This design comes from an exercise in tuning for small area, a short achievable clock period and few clock cycles on the open sky130 flow, not from production work.
Only simulation tests tie the RTL to the original design; equivalence was not proved.
No activity file was given, so power comes from the tool's default toggle rates.

== JK ==
Design seq_gcd, start of the top module:
module seq_gcd (
	input  wire        clk,
	input  wire        rst_n,
	input  wire [31:0] la_write_a,
	input  wire [31:0] la_write_b,
	input  wire [31:0] a_i,
	input  wire [31:0] b_i,
	output wire [31:0] gcd_o,
	output wire [31:0] rdata,
	output reg         ready
);
==> flow/config.mk <==
export PLATFORM = sky130hd
export DESIGN_NAME = seq_gcd
export DESIGN_NICKNAME = seq_gcd
export VERILOG_FILES = /design/flow/design.v
export SDC_FILE = /design/flow/constraint.sdc
export NUM_CORES = 4
export LEC_CHECK = 0
export ABC_AREA = 1
export CAP_MARGIN = 20
export CORE_MARGIN = 2
export CORE_UTILIZATION = 50
export PLACE_DENSITY = 0.7
export SLEW_MARGIN = 20
==> flow/constraint.sdc <==
create_clock -name core_clock -period 70.0 [get_ports {clk}]
set_input_delay 14.0000 -clock core_clock [delete_from_list [all_inputs] [get_ports {clk}]]
set_output_delay 14.0000 -clock core_clock [all_outputs]
set_load 0.01 [all_outputs]
standard.sh (not shown) runs the stock make flow with config.mk's settings and CLKGATE_MAP_FILE= SYNTH_SCRIPT=/design/flow/synth_recipe.tcl, a recipe that flattens the netlist after the stock synthesis.
==> flow/flow/run.sh <==
#!/bin/bash
# The standard layout with these changes: port buffers use the smallest
# buffer cell (buf_1) instead of buffer_ports' default choice; clock tree
# synthesis adds no dummy loads; after global placement, upsize.tcl gives
# the a_q flip-flops, which drive gcd_o, the next drive strength.
set -euo pipefail
export BUFFER_PORTS_ARGS="-buffer_cell sky130_fd_sc_hd__buf_1"
export CTS_ARGS="-sink_clustering_enable -repair_clock_nets -dont_use_dummy_load -buf_list sky130_fd_sc_hd__clkbuf_4 -root_buf sky130_fd_sc_hd__clkbuf_8"
export POST_GLOBAL_PLACE_TCL="$(pwd)/flow/upsize.tcl"
bash standard.sh > flow.log 2>&1
==> flow/flow/upsize.tcl <==
# Sourced after global placement (POST_GLOBAL_PLACE_TCL): gcd_o comes
# straight from the a_q flip-flops through the output buffers, so give those
# flip-flops the next drive strength (same cell type).
set block [ord::get_db_block]
set n 0
foreach inst [$block getInsts] {
  set name [$inst getName]
  set master [[$inst getMaster] getName]
  if {[string match {a_q*} $name] && $master eq "sky130_fd_sc_hd__dfxtp_1"} {
    $inst swapMaster [[ord::get_db] findMaster sky130_fd_sc_hd__dfxtp_2]
    incr n
  }
}
puts "upsize.tcl: $n flip-flops upsized"
JK was carried through to the last stage, and its layout satisfied the timing, design-rule and antenna checks.
Testbench counts of JK, summed over its fixed seeds: cycles 24,209.
Input-level comparison between MS and JK:
==> flow/flow/run.sh <==
#!/bin/bash
# The standard layout with these changes: port buffers use the smallest
# buffer cell (buf_1) instead of buffer_ports' default choice; clock tree
# synthesis uses small clock buffers and adds no dummy loads; after global
# placement, upsize.tcl gives the a_q flip-flops and gcd_o's output buffers
# the next drive strength.
set -euo pipefail
export BUFFER_PORTS_ARGS="-buffer_cell sky130_fd_sc_hd__buf_1"
export CTS_ARGS="-sink_clustering_enable -repair_clock_nets -dont_use_dummy_load -buf_list sky130_fd_sc_hd__clkbuf_2 -root_buf sky130_fd_sc_hd__clkbuf_8"
export POST_GLOBAL_PLACE_TCL="$(pwd)/flow/upsize.tcl"
bash standard.sh > flow.log 2>&1
==> flow/flow/upsize.tcl <==
# Sourced after global placement (POST_GLOBAL_PLACE_TCL): gcd_o comes
# straight from the a_q flip-flops through the output buffers, so give those
# flip-flops and buffers the next drive strength (same cell types).
set block [ord::get_db_block]
foreach inst [$block getInsts] {
  set name [$inst getName]
  set master [[$inst getMaster] getName]
  if {[string match {a_q\[*} $name] && $master eq "sky130_fd_sc_hd__dfxtp_1"} {
    replace_cell $name sky130_fd_sc_hd__dfxtp_2
  }
}
foreach port [$block getBTerms] {
  if {![string match {gcd_o*} [$port getName]]} { continue }
  set net [$port getNet]
  foreach iterm [$net getITerms] {
    set inst [$iterm getInst]
    if {[[$inst getMaster] getName] eq "sky130_fd_sc_hd__buf_1"} {
      replace_cell [$inst getName] sky130_fd_sc_hd__buf_2
    }
  }
}
==> summary.txt <==
There was hardly any difference in fraction of power spent switching nets between MS and JK.
Synthesized cell count came out exactly the same in MS and JK.
JK and MS ended up with roughly the same total design power.
MS falls short of JK in shortest clock period the worst path allows after layout.
Across both runs, setup slack was lower for MS than for JK.
Status: total power divided by cell area parity (JK, MS)
Average vias per placed instance sits higher in MS than in JK.
The first-pass GRT wire length on MS is in line with that on JK.
| latest clock arrival within the worst-skew pair | JK vs MS | ≈ equal |
In terms of global-route usage, JK and MS differ only marginally.
Input-level comparison between AL and MS:
Settings: SLEW_MARGIN changed from 20 to 0; CAP_MARGIN changed from 20 to 0.
==> flow/flow/run.sh <==
#!/bin/bash
# The standard layout with two changes: port buffers use the smallest buffer
# cell (buf_1) instead of buffer_ports' default choice, and clock tree
# synthesis uses small clock buffers and adds no dummy loads.
set -euo pipefail
export BUFFER_PORTS_ARGS="-buffer_cell sky130_fd_sc_hd__buf_1"
export CTS_ARGS="-sink_clustering_enable -repair_clock_nets -dont_use_dummy_load -buf_list sky130_fd_sc_hd__clkbuf_4 -root_buf sky130_fd_sc_hd__clkbuf_8"
bash standard.sh > flow.log 2>&1
removed: flow/flow/upsize.tcl
Results
- Post-layout worst setup margin, AL and MS: larger value in AL
- Fraction of power spent switching nets delta (MS -> AL): insignificant
- Between AL and MS, the clock slew at the register clock pins of the worst setup and hold paths does not differ in any meaningful way.
- Post-cts hold buffer count: AL vs MS identical

-- what the ideal ports hide --
In the flow no input, the clock included, has a driving cell. The finished layouts below were timed again as built, in two steps. Step 1 sets driving cells, clkbuf_16 on the clock port and buf_2 on the other inputs (assumed; they add their load-dependent delay and slew). Step 2 also shifts input and output timing later by t, the mid clock arrival at the registers, as if the neighbouring blocks saw the same clock. Slacks: ideal / step 1 / step 2; pairs: ideal / step 1.
run	t (ns)	setup slack, ns	clock arrival spread, ns	worst register clock-pin slew, ns	worst slew at a driven data input, ns
JK	0.419	54.993 / 54.953 / 55.113	0.029 / 0.029	0.09 / 0.09	0.04
MS	0.409	54.904 / 54.864 / 55.124	0.021 / 0.020	0.09 / 0.09	0.04
AL	0.417	54.909 / 54.867 / 55.112	0.021 / 0.021	0.09 / 0.09	0.04
After both steps every run listed still meets setup and hold.
